Source: an optimization exercise on an open RTL-to-GDS flow (aim: small area). Production flows keep margins and buffers that such runs may drop. Only simulation tests tie the RTL to the original design; equivalence was not proved. No activity file was given, so power comes from the tool's default toggle rates.

**design/flow/flow/run.sh**
```bash
#!/bin/bash
# Layout flow: the standard synthesis, then the combinational logic
# re-mapped by ABC for area (the registers, their names and cell types are
# left as the standard synthesis made them; of a few area-mapping scripts the
# one with the smallest cell area is kept), then the standard layout with
# smaller port buffers and a clock tree of clkbuf_4 without dummy loads.
set -euo pipefail
W=$(pwd)
R=$W/orfs/results/$FLOW_PLATFORM/pong16/base
LIB=$FLOW_HOME/platforms/$FLOW_PLATFORM/lib/sky130_fd_sc_hd__tt_025C_1v80.lib
YOSYS=$FLOW_HOME/../tools/install/yosys/bin/yosys
[ -x "$YOSYS" ] || YOSYS=$(command -v yosys)

# 1. standard synthesis
bash standard.sh "$R/1_2_yosys.v" > "$W/flow_synth.log" 2>&1

# 2. re-map the combinational logic
DONT=$(sed -n '/DONT_USE_CELLS += /,/^$/p' "$FLOW_HOME/platforms/$FLOW_PLATFORM/config.mk" \
       | grep -o 'sky130_fd_sc_hd__[a-z0-9_]*' | sed 's/^/-dont_use /' | tr '\n' ' ')
FLOPS=$(grep -o '^ *sky130_fd_sc_hd__[a-z0-9_]*' "$R/1_2_yosys.v" | sort -u | grep -E 'df|dl|sdf|edf' | tr '\n' ' ')
cp "$R/1_2_yosys.v" "$W/std_synth.v"
best=""; best_area=""
i=0
for SCRIPT in "strash;dch,-f;amap,-F,2;topo" \
              "strash;dch,-f;amap,-F,2,-E,0;topo" \
              "strash;dc2;dch,-f;amap,-F,2;topo" \
              "strash;balance;rewrite,-z;refactor,-z;rewrite,-z;dch,-f;amap,-F,2;topo"; do
  i=$((i+1))
  sed -e "s#@LIB@#$LIB#g" -e "s#@DONT@#$DONT#g" -e "s#@FLOPS@#$FLOPS#g" \
      -e "s#@IN@#$W/std_synth.v#g" -e "s#@OUT@#$W/reabc_$i.v#g" -e "s#@TOP@#$FLOW_TOP#g" \
      -e "s#@SCRIPT@#$SCRIPT#g" -e "s#@STAT@#reabc_stat_$i.txt#g" \
      "$W/flow/reabc.ys.in" > "$W/reabc_$i.ys"
  if "$YOSYS" -s "$W/reabc_$i.ys" > "$W/flow_reabc_$i.log" 2>&1; then
    a=$(awk '/Chip area for module/ {print $NF}' "$W/reabc_stat_$i.txt")
    echo "script $i ($SCRIPT): area $a" >> "$W/flow_reabc_choice.log"
    if [ -z "$best_area" ] || awk -v a="$a" -v b="$best_area" 'BEGIN{exit !(a<b)}'; then
      best=$i; best_area=$a
    fi
  fi
done
echo "kept script $best: area $best_area" >> "$W/flow_reabc_choice.log"
cp "$W/reabc_$best.v" "$R/1_2_yosys.v"

# 3. the rest of the standard layout
export BUFFER_PORTS_ARGS="-buffer_cell sky130_fd_sc_hd__buf_1"
export CTS_ARGS="-sink_clustering_enable -repair_clock_nets -sink_clustering_size 10 -sink_clustering_max_diameter 50 -buf_list sky130_fd_sc_hd__clkbuf_4 -dont_use_dummy_load"
bash standard.sh "$@" > "$W/flow_layout.log" 2>&1
```
**design/flow/config.mk**
```make
export PLATFORM = sky130hd
export DESIGN_NAME = pong16
export DESIGN_NICKNAME = pong16
export VERILOG_FILES = /design/flow/design.v
export SDC_FILE = /design/flow/constraint.sdc
export NUM_CORES = 4
export LEC_CHECK = 0
export CAP_MARGIN = 5
export CORE_MARGIN = 2
export CORE_UTILIZATION = 55
export SLEW_MARGIN = 5
```
**design/flow/design.v**
```verilog
module my_rand(clk,
               rnd_rst,
               seed0,
               num
              );
input clk;
input rnd_rst;
input [31:0]  seed0;
output [31:0] num;
reg [31:0] num;
reg [31:0] seed;
reg [31:0] seed1,seed2;
always @(posedge clk) begin
      seed <= seed0;
end
always @(posedge clk) begin
    num <= seed ^ seed1 ^ ~seed2;
end
reg [31:0] s1,s2;
always @(posedge clk) begin
  s1 = seed1;
  s2 = seed2;
  if(rnd_rst) begin
    seed1 <= 32'hab312def;
    seed2 <= 32'hcd975130;
  end else begin
	s1[31] = s2[00]|  ~s1[09]| s1[13];
	s1[30] =  ~seed[17]^  ~s1[06]|  ~s2[01];
	s1[29] = s1[08]^  ~seed[07]^ s1[03];
	s1[28] = s2[20]^ s1[02]&  ~s2[01];
	s1[27] =  ~s1[01]& seed[18]^  ~s1[13];
	s1[26] = seed[04]^ seed[16]|  ~s2[22];
	s1[25] =  ~s2[20]| s1[14]^  ~seed[05];
	s1[24] =  ~seed[04]^ seed[20]&  ~s1[22];
	s1[23] = seed[15]^  ~s2[07]^ s1[08];
	s1[22] = s2[05]| s1[13]^ s1[20];
	s1[21] =  ~s1[12]& seed[14]^  ~s1[16];
	s1[20] =  ~seed[11]^  ~s1[11]^ s2[01];
	s1[19] = s2[00]^ seed[08]^  ~s2[18];
	s1[18] =  ~s1[13]^ s2[08]^ s2[15];
	s1[17] =  ~seed[12]&  ~seed[16]| seed[15];
	s1[16] =  ~s2[14]|  ~s1[17]|  ~seed[20];
	s1[15] =  ~seed[18]&  ~s1[08]^ s2[07];
	s1[14] = seed[13]^  ~seed[15]^  ~s1[12];
	s1[13] = seed[10]^  ~s1[13]^  ~seed[22];
	s1[12] =  ~s2[07]& s2[03]& s2[01];
	s1[11] =  ~seed[06]^  ~s2[11]|  ~s1[02];
	s1[10] = s1[19]^ s1[03]^  ~s1[22];
	s1[09] = seed[15]^ s2[11]^  ~s1[10];
	s1[08] =  ~s1[15]^ s2[22]^ seed[07];
	s1[07] =  ~s1[10]&  ~s2[10]| seed[01];
	s1[06] =  ~s2[05]^  ~seed[16]^  ~s1[01];
	s1[05] = s1[22]&  ~s2[00]^ s1[07];
	s1[04] = seed[12]&  ~s1[15]^  ~seed[02];
	s1[03] =  ~s2[22]&  ~seed[12]|  ~s1[03];
	s1[02] = s2[17]^  ~s1[02]^  ~s1[21];
	s1[01] = s2[05]^  ~s2[09]^  ~seed[02];
	s1[00] = s1[31] ^ s2[16]^  ~s1[14];
	s2[31] =  ~s1[20]& s1[14]^ s1[18];
	s2[30] = s1[12]&  ~s1[04]^  ~seed[15];
	s2[29] =  ~s2[04]^ s1[02]| s1[02];
	s2[28] = s2[15]^  ~seed[10]| seed[15];
	s2[27] = s2[04]& seed[01]^ s1[18];
	s2[26] =  ~seed[09]^ s1[22]^  ~s1[20];
	s2[25] =  ~seed[08]|  ~seed[19]^  ~seed[02];
	s2[24] = seed[19]^ s1[09]|  ~seed[08];
	s2[23] = s1[21]^ s1[13]^  ~s2[02];
	s2[22] = s2[16]|  ~seed[03]|  ~s2[17];
	s2[21] = seed[07]| s1[20]^ s1[13];
	s2[20] =  ~s2[22]& seed[22]& s1[15];
	s2[19] = seed[06]& s2[04]^ s2[12];
	s2[18] = s2[21]^ s2[01]^  ~s2[21];
	s2[17] =  ~s1[00]^  ~seed[15]^ s2[08];
	s2[16] =  ~s2[21]^  ~s1[07]^  ~s1[06];
	s2[15] =  ~s2[20]^ seed[20]| s1[00];
	s2[14] =  ~s2[09]^ s2[18]^ s1[14];
	s2[13] =  ~seed[02]&  ~seed[08]^  ~s1[02];
	s2[12] =  ~seed[10]| s1[19]^  ~s2[03];
	s2[11] = seed[02]^  ~seed[15]^ seed[11];
	s2[10] = seed[15]^  ~s1[19]^  ~seed[03];
	s2[09] =  ~s2[14]^ s2[22]^  ~s1[06];
	s2[08] = seed[02]^ s1[21]|  ~s2[15];
	s2[07] =  ~s1[17]^ s1[03]^ s1[18];
	s2[06] =  ~seed[21]^ s1[16]^  ~s1[22];
	s2[05] = s2[20]^ s2[10]|  ~seed[09];
	s2[04] = s2[18]|  ~seed[21]^  ~seed[14];
	s2[03] = s2[14]^  ~s1[13]^  ~seed[10];
	s2[02] =  ~s2[06]|  ~seed[03]^  ~seed[15];
	s2[01] =  ~s2[03]^  ~seed[13]| s1[05];
	s2[00] =  ~s2[31] &  ~seed[15]&  ~s1[22];
	seed1 <= s1;
	seed2 <= s2;
  end
end
endmodule
module audio_driver( clk,
                     rst_n,
                     snd_sel,
                     audio_o
                   );
input clk;
input rst_n;
input wire[1:0] snd_sel;
output reg audio_o;
localparam MS_START = 14'd2298;
localparam MS_END   = 14'd1149;
reg  [13:0] timer_1ms;
reg  [3:0]  cycle_cnt;
reg  [3:0]  tm;
reg  [2:0]  state;
reg  [1:0]  kind;
wire msec = (timer_1ms == MS_END);
wire ms_fb = timer_1ms[13] ^ timer_1ms[11] ^ timer_1ms[1] ^ timer_1ms[0] ^ msec;
always @(posedge clk) begin
   if(!rst_n) timer_1ms <= MS_START;
   else       timer_1ms <= {timer_1ms[12:0], ms_fb};
end
wire [3:0] t1 = (kind == 2'd3) ? 4'd0 : 4'd3;
wire [3:0] t2 = (kind == 2'd3) ? 4'd2 : 4'd1;
wire [3:0] t3 = (kind == 2'd3) ? 4'd2 : 4'd0;
wire [3:0] t4 = (kind == 2'd3) ? 4'd2 : (kind == 2'd1) ? 4'd10 : 4'd0;
wire tz = (tm == 0);
always @(posedge clk) begin
  if(!rst_n) begin
     audio_o   <= 0;
     cycle_cnt <= 0;
     tm        <= 0;
     state     <= 0;
  end else if(snd_sel!=0 && state==0) begin
     cycle_cnt <= 10;
     state     <= 1;
     kind      <= snd_sel;
     tm        <= (snd_sel == 2'd3) ? 4'd0 : 4'd3;
  end else if(msec) begin
     case(state)
       3'd1: begin
                audio_o <= 1'b1;
                if (tz) begin state <= 2; tm <= t2; end
                else    tm <= tm - 4'd1;
             end
       3'd2: begin
                audio_o <= 1'b0;
                if (tz) begin
                   if (cycle_cnt == 0) begin
                      state <= 3; tm <= t3; cycle_cnt <= 10;
                   end else begin
                      state <= 1; tm <= t1; cycle_cnt <= cycle_cnt - 4'd1;
                   end
                end else tm <= tm - 4'd1;
             end
       3'd3: begin
                audio_o <= 1'b1;
                if (tz) begin state <= 4; tm <= t4; end
                else    tm <= tm - 4'd1;
             end
       3'd4: begin
                audio_o <= 1'b0;
                if (tz) begin
                   if (cycle_cnt == 0) begin
                      state <= 0; tm <= 0;
                   end else begin
                      state <= 3; tm <= t3; cycle_cnt <= cycle_cnt - 4'd1;
                   end
                end else tm <= tm - 4'd1;
             end
       default: ;
     endcase
  end
end
endmodule
module vid_score #(parameter NUM0_POS = 114, parameter NUM1_POS = 131)
                  (score0,
                   score1,
                   x,
                   y,
                   num
                  );
input  wire[3:0] score0;
input  wire[3:0] score1;
input  wire[7:0] x;
input  wire[7:0] y;
output wire      num;
wire [3:0] score = x[7] ? score1 : score0;
reg [6:0] seg;    
always @(*) begin
   case(score)
      4'd0: seg = 7'b1111110;
      4'd1: seg = 7'b0110000;
      4'd2: seg = 7'b1101101;
      4'd3: seg = 7'b1111001;
      4'd4: seg = 7'b0110011;
      4'd5: seg = 7'b1011011;
      4'd6: seg = 7'b1011111;
      4'd7: seg = 7'b1110000;
      4'd8: seg = 7'b1111111;
      4'd9: seg = 7'b1111011;
      default: seg = 7'b0000000;
   endcase
end
wire sa = seg[6], sb = seg[5], sc = seg[4], sd = seg[3], se = seg[2], sf = seg[1], sg = seg[0];
wire xl  = (x == NUM0_POS)   || (x == NUM1_POS);
wire xh  = (x == NUM0_POS+3) || (x == NUM1_POS+3);
wire xm  = (x == NUM0_POS+1) || (x == NUM0_POS+2) || (x == NUM1_POS+1) || (x == NUM1_POS+2);
wire yt  = (y == 19 || y == 20);             
wire ym  = (y == 25 || y == 26);             
wire yb  = (y == 31 || y == 32);             
wire yu  = (y >= 19 && y <= 26);             
wire yl  = (y >= 25 && y <= 32);             
wire horiz = (yt && sa) || (yb && sd);
assign num = ((xl || xm || xh) && horiz) ||
             ((xm || xh) && ym && sg) ||
             (xl && ((yu && sf) || (yl && se))) ||
             (xh && ((yu && sb) || (yl && sc)));
endmodule
module vid_timer16(clk,
                 rst_n,
                 vid_sync,
                 vid_time,
                 xstart,
                 x,
                 y
                 );
input           clk;
input           rst_n;
output reg      vid_sync;
output reg      vid_time;
output          xstart;
output [7:0]    x;
output [7:0]    y;
localparam T_FULL = 10'd939;    
localparam T_HALF = 10'd430;    
localparam T_ZERO = 10'd940;    
reg[9:0]  tq;
reg       fld;
reg[9:0]  hl;
reg       s1, s5;
reg       hs;
assign x = tq[9:2];
assign xstart = (tq == 10'd0);
assign y = hl[8:1];
wire t_full = (tq == T_FULL);
wire t_half = (tq == T_HALF);
wire t_zero = (tq == T_ZERO);
wire w_a = (tq >= 10'd941) && (tq <= 10'd1015);    
wire w_b = (tq >= 10'd431) && (tq <= 10'd505);     
wire w_c = (tq >= 10'd356) && (tq <= 10'd430);     
wire w_d = (tq >= 10'd865) && (tq <= 10'd939);     
wire half_sf = fld ? (hl >= 10'd504 && hl <= 10'd521) : (hl >= 10'd502 && hl <= 10'd519);
wire s15 = s1 | s5;
wire hp  = w_a || (w_b && half_sf);
wire h1p = w_c || (w_d && s15) || (w_b && s1);
wire hs_time = t_zero || (half_sf && t_half);
always @(posedge clk) begin
  vid_sync <= (~hs) ^ (hp && !s15) ^ (h1p && s15);
end
always @(posedge clk) begin
   if(rst_n==0) begin
      fld <= 1'b1;
      hl  <= 10'd504;
   end else if(t_full || t_half) begin
      if (hl == (fld ? 10'd525 : 10'd523)) begin
         fld <= ~fld;
         hl  <= 10'd0;
      end else begin
         hl  <= hl + 10'd1;
      end
   end
end
always @(posedge clk) begin
   if(rst_n==0) begin
      hs <= 1;
      s1 <= 0;
      s5 <= 0;
   end else begin
      hs <= s15;
      if (fld && hl == 10'd510) s1 <= 1'b1;       
      if (fld && hl == 10'd516) s1 <= 1'b0;       
      if (!fld && hl == 10'd509) s5 <= 1'b1;      
      if (!fld && hl == 10'd515) s5 <= 1'b0;      
   end
end
always @(posedge clk) begin
  if(rst_n==0) vid_time <= 0;
  else         vid_time <= ((hl <= 10'd502) || (fld && hl == 10'd503 && tq == 10'd431)) && !hp && !hs_time;
end
always @(posedge clk) begin
 if(rst_n==0)   tq <= T_ZERO;
 else           tq <= (tq==10'd1016) ? 10'h0 : tq+10'd1;
end
endmodule
module vid_driver(clk,
                  rst_n,
                  vid_time,
                  xstart,
                  x,
                  y,
                  padl0,
                  padl1,
                  vid,
                  audio_o,
                  DEMO_MODE,
                  serv_ball,
                  game_rst,
                  speed2
                 );
input  clk;
input  rst_n;
input  vid_time;
input  xstart;       
input  wire[7:0] x;
input  wire[7:0] y;
input  wire[7:0] padl0;
input  wire[7:0] padl1;
input  DEMO_MODE;
input  serv_ball;
input  game_rst;
input  speed2;
output reg vid;
output     audio_o;
localparam  X_L = 27;
localparam  X_R = 219;
localparam  Y_T = 17;
localparam  Y_B = 243;
localparam  BAR      = 124;
localparam  NUM0_POS = BAR-10;
localparam  NUM1_POS = BAR+7;
localparam  MISS     = 2'b01;
localparam  BOUNCE   = 2'b10;
localparam  HIT      = 2'b11;
localparam  DIR_STR  = 2'b00;
localparam  DIR_UP   = 2'b01;
localparam  DIR_DOWN = 2'b10;
localparam  DIR_NONE = 2'b11;
reg       GO_GAME;
reg       stop_game;
reg       winner;
reg [3:0] score0;
reg [3:0] score1;
reg [7:0] ballx;
reg       ballx_inc;    
reg [7:0] bally;
reg [1:0] bally_dir;    
reg       step2;        
reg [1:0] dir_cmd;      
reg [1:0] snd_pre;      
reg [1:0] snd_sel;
reg rst_n1, rst_n2, rst_n3, rst_n4, rst_n5, rst_n6, rst_n7;
always @(posedge clk) begin
  rst_n7 <= rst_n6;
  rst_n6 <= rst_n5;
  rst_n5 <= rst_n4;
  rst_n4 <= rst_n3;
  rst_n3 <= rst_n2;
  rst_n2 <= rst_n1;
  rst_n1 <= rst_n;
end
wire end_rst = rst_n3 & ~rst_n4;
reg  sof;
always @(posedge clk) sof <= vid_time && xstart && (y == 8'd0);
reg [7:0] pc0, pc1;
always @(posedge clk) begin
   if (sof) begin
      pc0 <= padl0;
      pc1 <= padl1;
   end
end
function [8:0] clamp;    
   input [7:0] v;
   clamp = (v <= 17) ? {1'b1, 8'd17} : (v <= 228) ? {1'b0, v} : {1'b1, 8'd229};
endfunction
wire [7:0] plb;
wire       psb;
assign {psb, plb} = clamp(ballx[7] ? pc1 : pc0);
wire [8:0] bd  = {1'b0, bally} - {1'b0, plb};
wire hit  = ~bd[8] && (bd[7:4] == 4'd0) && !(psb && bd[3:0] == 4'd15);
wire top  = ~bd[8] && (bd[7:0] <= 8'd4);
wire bot  = hit && (bd[3:0] >= 4'd11);
wire [1:0] hdir = top ? DIR_UP : bot ? DIR_DOWN : DIR_STR;
wire [7:0] ply;
wire       psy;
assign {psy, ply} = clamp(x[7] ? pc1 : pc0);
wire [8:0] yd  = {1'b0, y} - {1'b0, ply};
wire yin = ~yd[8] && (yd[7:4] == 4'd0) && !(psy && yd[3:0] == 4'd15);
always @(posedge clk) begin
   if(!rst_n) begin
       GO_GAME <= 0;
   end else if (serv_ball) begin
       GO_GAME <= 1'b1;
   end else if (stop_game) begin
       GO_GAME <= 1'b0;
   end
end
wire go = GO_GAME | DEMO_MODE;
wire at_l = (ballx <= X_L);
wire at_r = (ballx >= X_R);
reg [1:0] pad_snd;
reg [1:0] pad_dir;
always @(*) begin
   pad_snd = 2'b00;
   pad_dir = DIR_NONE;
   if (!DEMO_MODE && !game_rst) begin
      if (at_l || at_r) begin
         pad_snd = hit ? HIT : MISS;
         if (hit) pad_dir = hdir;
      end
   end
end
always @(posedge clk) begin
   if(~rst_n || game_rst) begin
      score0    <= 0;
      score1    <= 0;
      stop_game <= 0;
      winner    <= 0;
   end else if (DEMO_MODE) begin
      stop_game <= 1'b0;
   end else begin
      if(serv_ball) stop_game <= 1'b0;
      if (at_l) begin
         if (hit) begin
            stop_game <= 1'b0;
         end else begin
            if(stop_game==0 && winner==0 && score1!=9) score1 <= score1+1;
            if(score1==9) winner <= 1;
            stop_game <= 1'b1;
         end
      end
      if (at_r) begin
         if (hit) begin
            stop_game <= 1'b0;
         end else begin
            if(stop_game==0 && winner==0 && score0!=9) score0 <= score0+1;
            if(score0==9) winner <= 1;
            stop_game <= 1'b1;
         end
      end
   end
end
reg [1:0] wall_snd;
reg [1:0] wall_dir;
wire serve = (DEMO_MODE && end_rst) || !go;
wire x_bounce = ballx_inc ? at_r : at_l;
wire x_up     = ballx_inc ^ x_bounce;
wire y_top    = (bally <= Y_T);
wire y_bot    = (bally >= Y_B);
wire y_up     = bally_dir[1] ? !y_bot : y_top;    
wire [7:0] x_delta = {{6{~x_up}}, step2 | ~x_up, ~step2};
wire [7:0] y_delta = {{6{~y_up}}, step2 | ~y_up, ~step2};
always @(*) begin
   wall_snd = 2'b00;
   wall_dir = DIR_NONE;
   if (serve) begin
      case (rnd_data[9:8])
         2'b00: wall_dir = DIR_NONE;
         2'b01: wall_dir = DIR_UP;
         2'b10: wall_dir = DIR_DOWN;
         2'b11: wall_dir = DIR_STR;
      endcase
   end else if (sof) begin
      if (x_bounce) wall_snd = BOUNCE;
      if (bally_dir == 2'b01 && y_top) begin
         wall_snd = BOUNCE;
         wall_dir = DIR_DOWN;
      end
      if (bally_dir == 2'b10 && y_bot) begin
         wall_snd = BOUNCE;
         wall_dir = DIR_UP;
      end
   end
end
always @(posedge clk) begin
   if (rst_n) begin
      if (serve) begin
         ballx     <= 8'd124;
         step2     <= speed2;
         ballx_inc <= ~rnd_data[13];
         bally     <= rnd_data[6:0] + 8'd67;
      end else if (sof) begin
         ballx <= ballx + x_delta;
         if (x_bounce) ballx_inc <= ~ballx_inc;
         if (bally_dir == 2'b01 || bally_dir == 2'b10) bally <= bally + y_delta;
      end
   end
end
wire [1:0] next_cmd = (pad_dir == DIR_UP   || wall_dir == DIR_UP)   ? DIR_UP :
                      (pad_dir == DIR_DOWN || wall_dir == DIR_DOWN) ? DIR_DOWN :
                      (pad_dir == DIR_STR  || wall_dir == DIR_STR)  ? DIR_STR : DIR_NONE;
always @(posedge clk) begin
   if (~rst_n) begin
      dir_cmd   <= DIR_NONE;
      snd_pre   <= 2'b00;
      snd_sel   <= 2'b00;
      bally_dir <= 2'b00;
   end else begin
      dir_cmd   <= next_cmd;
      snd_pre   <= (pad_snd != 2'b00) ? pad_snd : wall_snd;
      snd_sel   <= snd_pre;
      if (dir_cmd != DIR_NONE) bally_dir <= dir_cmd;
   end
end
reg xlr8_pix;    
always @(posedge clk) begin
   xlr8_pix <= ( y==80 &&                              (x>=79 && x<=90 )) ||
               ((y==81 || y==82 || y==101|| y==102) && (x==91 || x==102)) ||
               ((y==83 || y==84 || y==99 || y==100) && (x==92 || x==101)) ||
               ((y==85 || y==86 || y==97 || y==98 ) && (x==93 || x==100)) ||
               ((y==87 || y==88 || y==95 || y==96 ) && (x==94 || x==99)) ||
               ((y==89 || y==90 || y==93 || y==94 ) && (x==95 || x==98)) ||
               ((y==91 || y==92)                    && (x==96 || x==97) ) ||
               (x>=110 && x<=119 && y==102) || (x==110 && y >=80 && y<= 102) ||
               (x>=130 && x<=138 && y==80)   || (x==130 && y >=80 && y<=102) ||
               (x>=130 && x<=138 && y==91)   || (x==139 && y >=81 && y<= 90) ||
               (x==133 && (y==91  || y==92)) || (x==134 && (y==93 || y==94)) ||
               (x==135 && (y==95  || y==96)) || (x==136 && (y==97 || y==98)) ||
               (x==137 && (y==99  || y==100))|| (x==138 && (y==101 || y==102)) ||
               ((x>=139 && x<=151) && y==102) ||
               ((x>=144 && x<=150)  && (y==85 || y==92 || y==99)) ||
               ((x==143 || x==151)  && y>=86 && y<=91) ||
               ((x==143 || x==151)  && y>=93 && y<=98);
end
wire num;
vid_score #(.NUM0_POS (NUM0_POS), .NUM1_POS (NUM1_POS)) scores (.score0(score0), .score1(score1), .x(x), .y(y), .num(num));
wire pad  = (x==25 || x==26 || x==221 || x==222) && yin;
wire [8:0] byd = {1'b0, y} - {1'b0, bally};
wire bar  = (x==BAR) && (y>=18 && y<=243);
wire ball = go && (x==ballx) && (byd[8:1] == 8'd0);
reg pix;
always @(posedge clk) begin
   pix <= vid_time && (pad || bar || (winner && xlr8_pix) || (rst_n && (num || ball)));
end
always @(posedge clk) begin
   if(!rst_n) vid <= 0;
   else       vid <= pix;
end
reg [31:0]  new_sd;
wire[31:0]  rnd_data;
always @(posedge clk) begin
  if(rst_n==0 && rst_n4==1) new_sd <= 82582568;
  else                      new_sd <= {rnd_data[30:0], rnd_data[31]};
end
wire rnd_rst = (~rst_n1 & rst_n2) | (~rst_n2 & rst_n3) | (~rst_n3 & rst_n4) |
               (~rst_n4 & rst_n5) | (~rst_n5 & rst_n6) | (~rst_n6 & rst_n7);
my_rand gen_rnd(.clk     (clk),
                .rnd_rst (rnd_rst),
                .seed0   (new_sd),
                .num     (rnd_data)
               );
audio_driver audio(.clk     (clk),
                   .rst_n   (rst_n),
                   .snd_sel (snd_sel),
                   .audio_o (audio_o)
                  );
endmodule
module pong16 (sys_clk,
               rst_n,
               dm_sel,
               ramadr,
               ramwe,
               ramre,
               dbus_in,
               vid_sync_o,
               vid_o,
               audio_o
              );
input            sys_clk;
input            rst_n;
input wire       dm_sel;
input wire       ramwe;
input wire       ramre;
input wire [7:0] ramadr;
input [7:0]      dbus_in;
output      vid_sync_o;
output      vid_o;
output      audio_o;
localparam PAD0_ADDR  = 8'hE0;
localparam PAD1_ADDR  = 8'hE1;
localparam PNGCR_ADDR = 8'hE2;
wire vid_sync;
wire vid;
reg vid_sync_o;
reg vid_o;
reg[7:0]  PAD0;
reg[7:0]  PAD1;
reg       DEMO_MODE;
reg[3:0]  serv_ball_cnt;
reg[3:0]  game_rst_cnt;
reg       speed2;
wire wsel = dm_sel & ramwe & (ramadr[7:2] == 6'b111000);
wire pad0_we  = wsel & (ramadr[1:0] == 2'd0);
wire pad1_we  = wsel & (ramadr[1:0] == 2'd1);
wire pngcr_we = wsel & (ramadr[1:0] == 2'd2);
always @(posedge sys_clk) begin
  if(!rst_n)       PAD0 <= 100;
  else if(pad0_we) PAD0 <= dbus_in;
end
always @(posedge sys_clk) begin
  if(!rst_n)       PAD1 <= 100;
  else if(pad1_we) PAD1 <= dbus_in;
end
localparam PULSE_START = 4'd6;
localparam PULSE_LAST  = 4'd8;
wire serv_ball = |serv_ball_cnt;
always @(posedge sys_clk) begin
  if(!rst_n)                      serv_ball_cnt <= 4'd0;
  else if(pngcr_we && dbus_in[1]) serv_ball_cnt <= PULSE_START;
  else                            serv_ball_cnt <= {serv_ball_cnt[2:0], (serv_ball_cnt[3] ^ serv_ball_cnt[2]) & (serv_ball_cnt != PULSE_LAST)};
end
wire game_rst = |game_rst_cnt;
always @(posedge sys_clk) begin
  if(!rst_n)                      game_rst_cnt <= 4'd0;
  else if(pngcr_we && dbus_in[0]) game_rst_cnt <= PULSE_START;
  else                            game_rst_cnt <= {game_rst_cnt[2:0], (game_rst_cnt[3] ^ game_rst_cnt[2]) & (game_rst_cnt != PULSE_LAST)};
end
always @(posedge sys_clk) begin
  if(!rst_n) begin
     speed2    <= 1'b0;
     DEMO_MODE <= 1'b1;
  end else if(pngcr_we) begin
     speed2    <= dbus_in[4];
     DEMO_MODE <= dbus_in[7];
  end
end
localparam CNT_START = 10'd732;
localparam CNT_FALL  = 10'd838;
localparam CNT_RISE  = 10'd690;
localparam CNT_LAST  = 10'd512;
reg [9:0] cntr;
reg       rst_na;
always @(posedge sys_clk) begin
  if(~rst_n) cntr <= CNT_START;
  else       cntr <= {cntr[8:0], (cntr[9] ^ cntr[6]) & (cntr != CNT_LAST)};
end
always @(posedge sys_clk) begin
  if(~rst_n)                  rst_na <= 1'b1;
  else if(cntr == CNT_FALL)   rst_na <= 1'b0;
  else if(cntr == CNT_RISE)   rst_na <= 1'b1;
end
always @(posedge sys_clk) begin
  vid_sync_o <= vid_sync;
  vid_o <= vid;
end
wire [7:0] x, y;
wire       vid_time;
wire       xstart;
vid_timer16 v_timer(.clk       (sys_clk),
                    .rst_n     (rst_na),
                    .vid_sync  (vid_sync),
                    .vid_time  (vid_time),
                    .xstart    (xstart),
                    .x         (x),
                    .y         (y)
                   );
vid_driver v_drvr(.clk        (sys_clk),
                  .rst_n      (rst_na),
                  .vid_time   (vid_time),
                  .xstart     (xstart),
                  .x          (x),
                  .y          (y),
                  .vid        (vid),
                  .audio_o    (audio_o),
                  .padl0      (PAD0),
                  .padl1      (PAD1),
                  .DEMO_MODE  (DEMO_MODE),
                  .serv_ball  (serv_ball),
                  .game_rst   (game_rst),
                  .speed2     (speed2)
                 );
endmodule
```
**design/flow/constraint.sdc**
```tcl
create_clock -name core_clock -period 10.0 [get_ports {sys_clk}]
set_input_delay 2.0000 -clock core_clock [delete_from_list [all_inputs] [get_ports {sys_clk}]]
set_output_delay 2.0000 -clock core_clock [all_outputs]
set_load 0.01 [all_outputs]
```
**design/flow/standard.sh**
```bash
#!/bin/bash
# synth_recipe.tcl (not shown) runs the flow's synth.tcl, then flattens the netlist and writes it again
# the make line also repeats each setting of config.mk as NAME=value (left out here)
make -C /OpenROAD-flow-scripts/flow DESIGN_CONFIG=/design/flow/config.mk WORK_HOME=/design/flow/orfs CLKGATE_MAP_FILE= SYNTH_SCRIPT=/design/flow/synth_recipe.tcl "${@:-finish}"
```
**design/flow/flow/reabc.ys.in**
```
read_liberty -ignore_miss_func -ignore_miss_dir @LIB@
read_verilog @IN@
hierarchy -top @TOP@
blackbox @FLOPS@
flatten
hierarchy -top @TOP@
opt_clean
tee -o std_stat.txt stat
abc -liberty @LIB@ @DONT@ -script +@SCRIPT@
opt_clean -purge
hilomap -singleton -hicell sky130_fd_sc_hd__conb_1 HI -locell sky130_fd_sc_hd__conb_1 LO
insbuf -buf sky130_fd_sc_hd__buf_1 A X
read_liberty -lib -ignore_miss_dir @LIB@
tee -o @STAT@ stat -liberty @LIB@
check -assert -mapped
write_verilog -noattr -nohex -nodec @OUT@
```
==> notes.md, run 1 <==
GR Layer Usage met3=0.0639; dpl ws=4.77 ns; Largest delay share family, worst path=compound AO/OA/AOI/OAI gates; PortBufs=22; later-pin clock latency in the skew report=0.67 ns; CTS Root Cell=clkbuf_4; Setup Skew=0.0592 ns; PwrDens=277 nW/µm²; CP bufs+invs=5; Die H=161 µm; fin crit period=5.36 ns; initial antenna violation count=1; WHS Endpoint=v_drvr.gen_rnd.seed[2]; 1st-iter DRT viols=1,135; Hold Path Stages=0; setup violators final=0; FF-to-FF Start=v_drvr.ballx[7]; GRT busiest layer=met1; Setup Crit Path Kind=flip-flop to flip-flop; post-layout util=0.596; DRC viols=0; Inst Count DP=2,027; Syn Std Cell Area=13,600 µm²; First-pass DRT Iterations=6; number of global-route vias before repair=10,955; Slew @ Worst Pin=1.17 ns; R2R depth=20; initial core utilization=0.559; Setup TNS=0 ns; Longest Clk Path Bufs=3; crit path DAT=5.91 ns; outcome=no timing/DRC/antenna violations; Max IR drop VDD=0.190 mV; GRT overflow=0; largest net degree at the start of global routing=45; ratio of cells with drive above 1 in the final layout=0.0310; leakage power=5.12 nW; CTS tree=built; per-cell routed wire length=17.4 µm; GRT Overall Usage=0.276; Resized Gates After CTS=0; CORE AREA=24,200 µm²; Reg-to-Reg End=v_drvr.dir_cmd[1]; most used cell, CP=nor2_1; postcts setup bufs=0; critical-path cell list=clkinv_1 > o22ai_1 > clkinv_1 > nor4_1 > nor2_1 > clkinv_1 > nor2_1 > nor2_1 > nor2_1 > o22ai_1 > nor2_1 > nor2_1 > nand2_1 > o32a_1 > a2111oi_0 > clkinv_1 > nor2_1 > clkinv_1 > o21a_1 > o221ai_1; DP HPWL=26,400 µm; share of the clock period used by the worst path after layout=0.536; area delta synth->final=6.66%; CTS Hold Bufs=0; Worst Hold Class=flip-flop to flip-flop; routed vias/inst=5.90; worst slew margin relative to its limit=0.212; Max Freq=186 MHz; PnR worst setup slack=4.64 ns; IO Count=24; syn nets=1,691; DIE WIDTH=161 µm; RSZ-0062 raised after global routing=no; yosys warns=6; total wire length=36,100 µm; MaxCap Viol Count=0; slack of the worst reg-to-reg path=4.64 ns; vias post-DR=12,213; Max stage delay on crit path=0.69 ns; Worst Path Required=10.55 ns; first-pass GRT wire length=57,400 µm; Avg Synthesized Cell Area=8.12 µm²; Worst path slowest cell=a2111oi_0; worst min-delay path startpoint=v_drvr.new_sd[2]; met2 Usage GRT=0.402; Worst Hold Slack=0.323 ns; filler instances=2,277; Nets=1,767; gpl congestion=0.972; Fin. Hold Viols=0; CP max FO=14; Worst setup SP type=flip-flop; Setup crit end kind=flip-flop; Die ar.=25,900 µm²; cell count after synthesis=1,670; Rows=57; M1 GR Usage=0.406; Cell Count, Final, Fillers Out=2,070; Slew Limit Fails=0; Num CTS Buffers=41; Final ANT Viol Nets=0; clock sink total=317; Clock Pin Slew Worst Setup and Hold Paths=0.11 ns; htree depth=2
power breakdown:
part	leakage (nW)	switching [mW]	total, mW	internal [mW]
Clock	0.189	0.393	0.582	0.189
Sequential	2.64	0.319	2.03	1.71
Combinational	2.29	0.921	1.39	0.469
cells in the final DEF (no fill, tap or decap), drive strengths merged, types with 8 or more instances in the layout:
| master | instances |
|---|---|
| nor3 | 68 |
| a31oi | 28 |
| a22oi | 16 |
| a2111oi | 9 |
| o31ai | 8 |
| nand4 | 15 |
| buf | 33 |
| a211oi | 20 |
| clkinv | 212 |
| or2 | 30 |
| or3 | 9 |
| dfxtp | 281 |
| nand2 | 137 |
| o22ai | 83 |
| nand3 | 18 |
| clkbuf | 41 |
| a221oi | 10 |
| nor2b | 37 |
| edfxtp | 36 |
| o221a | 10 |
| o221ai | 14 |
| o211ai | 8 |
| nor4 | 16 |
| nor2 | 297 |
| xor2 | 10 |
| a21oi | 93 |
| o21ai | 130 |
| o21a | 12 |
worst register-to-register path, delay by kind of cell, from the launching register on:
kind / cells / cell delay, ns
and+or+nand+nor: 9 / 1.44
DFF: 1 / 0.62
buffers and inverters: 5 / 1.25
AOI/OAI and AO/OA: 6 / 1.98
sequential cells by signal (all words and copies together) (netlist names), 3 cells and up:
signal	count
v_drvr.gen_rnd.num	32
v_drvr.gen_rnd.seed1	32
v_drvr.gen_rnd.seed2	32
v_drvr.gen_rnd.seed	32
v_drvr.new_sd	32
v_drvr.audio.timer_1ms	14
cntr	10
v_timer.hl	10
v_timer.tq	10
PAD0	8
PAD1	8
v_drvr.ballx	8
v_drvr.bally	8
v_drvr.pc0	8
v_drvr.pc1	8
game_rst_cnt	4
serv_ball_cnt	4
v_drvr.audio.cycle_cnt	4
v_drvr.audio.tm	4
v_drvr.score0	4
v_drvr.score1	4
v_drvr.audio.state	3
cell type report:
cell class	count	area, µm²	area share
inverters	212	796	0.0550
well taps	324	405	0.0280
repair buffers	33	165	0.0114
diodes	2	5.00	0.000346
multi-input cells	1141	6070	0.420
flip-flops and latches	317	6710	0.464
clock buffers	41	308	0.0213
per-stage QoR:
| stage | area, µm² | power, mW |
|---|---|---|
| 6_report | 14500 | 4.01 |
| 4_1_cts | 14500 | 3.99 |
| 5_1_grt | 14500 | 4.28 |
| 3_3_place_gp | 14100 | 3.38 |
| 2_1_floorplan | 13600 | 2.94 |
| 3_5_place_dp | 14100 | 3.40 |
layer usage:
metal | share of wire | up-vias
li1 | - | 6101
met3 | 0.084 | 79
met2 | 0.41 | 482
met1 | 0.48 | 5551
met5 | 0 | -
met4 | 0.029 | 0
worst max path at each step:
stage	start	to	slack (ns)	depth (start not counted)
after detailed placement	v_drvr.ballx[7]	v_drvr.dir_cmd[1]	4.77	21
after floorplan	v_drvr.ballx[7]	v_drvr.dir_cmd[1]	5.89	20
after global routing	v_drvr.ballx[7]	v_drvr.dir_cmd[1]	4.14	21
after global placement	v_drvr.ballx[7]	v_drvr.dir_cmd[1]	4.83	20
after CTS	v_drvr.ballx[7]	v_drvr.dir_cmd[1]	4.76	21
final	v_drvr.ballx[7]	v_drvr.dir_cmd[1]	4.64	20
==> inputs of run 2 (changes only) <==
--- a/design/flow/flow/run.sh
+++ b/design/flow/flow/run.sh
@@ -45,3 +45,3 @@
 export BUFFER_PORTS_ARGS="-buffer_cell sky130_fd_sc_hd__buf_1"
-export CTS_ARGS="-sink_clustering_enable -repair_clock_nets -sink_clustering_size 10 -sink_clustering_max_diameter 50 -buf_list sky130_fd_sc_hd__clkbuf_4 -dont_use_dummy_load"
+export CTS_ARGS="-sink_clustering_enable -repair_clock_nets -sink_clustering_size 18 -sink_clustering_max_diameter 60 -buf_list sky130_fd_sc_hd__clkbuf_8 -dont_use_dummy_load"
 bash standard.sh "$@" > "$W/flow_layout.log" 2>&1
==> notes.md, run 2 <==
CORE AREA=24,200 µm²; number of global-route vias before repair=10,841; DIE WIDTH=161 µm; PwrDens=279 nW/µm²; total wire length=35,900 µm; Slew Limit Fails=0; Cell Count, Final, Fillers Out=2,055; Slew @ Worst Pin=1.21 ns; Worst setup SP type=flip-flop; fin crit period=5.40 ns; share of the clock period used by the worst path after layout=0.540; DP HPWL=26,400 µm; Fin. Hold Viols=0; syn nets=1,691; worst slew margin relative to its limit=0.182; Setup Crit Path Kind=flip-flop to flip-flop; filler instances=2,252; PortBufs=22; CTS Root Cell=clkbuf_8; GRT busiest layer=met1; gpl congestion=0.972; Longest Clk Path Bufs=3; vias post-DR=12,152; Rows=57; Inst Count DP=2,027; most used cell, CP=nor2_1; Clock Pin Slew Worst Setup and Hold Paths=0.11 ns; First-pass DRT Iterations=7; first-pass GRT wire length=57,400 µm; CTS tree=built; CTS Hold Bufs=0; crit path DAT=5.91 ns; commonest non-fill, non-tap cells in the layout=nor2_1 (296), dfxtp_1 (281), clkinv_1 (212); area delta synth->final=7.20%; Setup Skew=0.0791 ns; GRT Overall Usage=0.275; CP max FO=14; outcome=no timing/DRC/antenna violations; leakage power=5.14 nW; M1 GR Usage=0.410; critical-path cell list=clkinv_1 > o22ai_1 > clkinv_1 > nor4_1 > nor2_1 > clkinv_1 > nor2_1 > nor2_1 > nor2_1 > o22ai_1 > nor2_1 > nor2_1 > nand2_1 > o32a_1 > a2111oi_0 > clkinv_1 > nor2_1 > clkinv_1 > o21a_1 > o221ai_1; later-pin clock latency in the skew report=0.61 ns; routed vias/inst=5.91; htree depth=1; Syn Std Cell Area=13,600 µm²; GRT overflow=0; DRC viols=0; Die ar.=25,900 µm²; setup violators final=0; per-cell routed wire length=17.5 µm; IO Count=24; met2 Usage GRT=0.404; Worst Hold Class=flip-flop to flip-flop; Worst Path Required=10.52 ns; initial core utilization=0.559; multi-input logic area=6070 µm²; postcts setup bufs=0; Max stage delay on crit path=0.65 ns; Setup TNS=0 ns; Num CTS Buffers=28; Avg Synthesized Cell Area=8.12 µm²; Tot Pwr=4.06 mW; most common cell after layout, fill and taps aside=nor2_1; GR Layer Usage met3=0.0557; 1st-iter DRT viols=1,185; Max IR drop VDD=0.206 mV; Die H=161 µm; Max Freq=185 MHz; Setup crit end kind=flip-flop; FF/Latch Area=6710 µm²; initial antenna violation count=0; largest net degree at the start of global routing=45; Nets=1,754; clock sink total=317; Resized Gates After CTS=0; RSZ-0062 raised after global routing=no; MaxCap Viol Count=0; cell count after synthesis=1,670; yosys warns=6; Final ANT Viol Nets=0; Worst path slowest cell=a2111oi_0; ant diodes=0; ratio of cells with drive above 1 in the final layout=0.0237
## run 2: changes by cell type in the layout (fill, tap and decap cells not counted), sizes merged
cell    previous run  this run
clkbuf            41        28
diode              2         0
## run 2: path summary, 6_finish.rpt
| check | start | end | slack [ns] | depth (start not counted) |
|---|---|---|---|---|
| worst max-delay path | v_drvr.ballx[7] | v_drvr.dir_cmd[1] | 4.60 | 20 |
| worst min-delay path | v_drvr.new_sd[21] | v_drvr.gen_rnd.seed[21] | 0.33 | 0 |
| worst max register to register | v_drvr.ballx[7] | v_drvr.dir_cmd[1] | 4.60 | 20 |
| worst min register to register | v_drvr.new_sd[21] | v_drvr.gen_rnd.seed[21] | 0.33 | 0 |
## run 2: critical path: cells and delay by family, from the launching register on
family                 cells  cell delay, ns
AOI/OAI and AO/OA          6            1.95
and+or+nand+nor            9            1.46
buffers and inverters      5            1.25
DFF                        1            0.64
## run 2: stage by stage
stage / area [µm²] / hold WS [ns] / setup WS [ns] / utilization
2_1_floorplan: 13600 / 0.310 / 5.89 / -
3_3_place_gp: 14100 / 0.310 / 4.83 / 0.583
3_5_place_dp: 14100 / 0.312 / 4.77 / 0.583
4_1_cts: 14500 / 0.327 / 4.73 / 0.599
5_1_grt: 14500 / 0.329 / 4.12 / 0.599
6_report: 14500 / 0.327 / 4.60 / 0.599
## run 2: routing by layer
metal,routed length [µm],up-vias
met3,3160,87
met1,17100,5533
met2,14600,475
met5,0,-
met4,1050,0
li1,-,6057
## run 2: report_power, final
| group | switching (mW) | internal [mW] | leakage (nW) | total [mW] |
|---|---|---|---|---|
| combinational | 0.916 | 0.469 | 2.29 | 1.39 |
| clock | 0.389 | 0.249 | 0.201 | 0.637 |
| sequential | 0.319 | 1.71 | 2.64 | 2.03 |
## run 2: cell type report
type | instances | area share
clock buffers | 28 | 0.0265
inverters | 212 | 0.0548
multi-input cells | 1141 | 0.418
flip-flops and latches | 317 | 0.462
well taps | 324 | 0.0279
repair buffers | 33 | 0.0114

==> port drivers added, routing unchanged <==
No port has a modelled driver above. Below, the same layouts with a new extraction and two added sets of constraints. Step 1 (the two cells are an assumption about what drives the block):
set clk [get_ports {sys_clk}]
set_driving_cell -lib_cell sky130_fd_sc_hd__clkbuf_16 $clk
set_driving_cell -lib_cell sky130_fd_sc_hd__buf_2 [delete_from_list [all_inputs] $clk]
Step 2 also shifts input and output timing later by t, the mid clock arrival at the registers, as if the neighbouring blocks saw the same clock. Slacks: ideal ports / drivers / drivers and shift; pairs: ideal ports / drivers.
run | t, ns | setup slack, ns | worst setup path after step 2
run 1 | 0.685 | 4.637 / 4.637 / 4.637 | register to register
run 2 | 0.613 | 4.605 / 4.605 / 4.605 | register to register
After both steps every run listed still meets setup and hold.
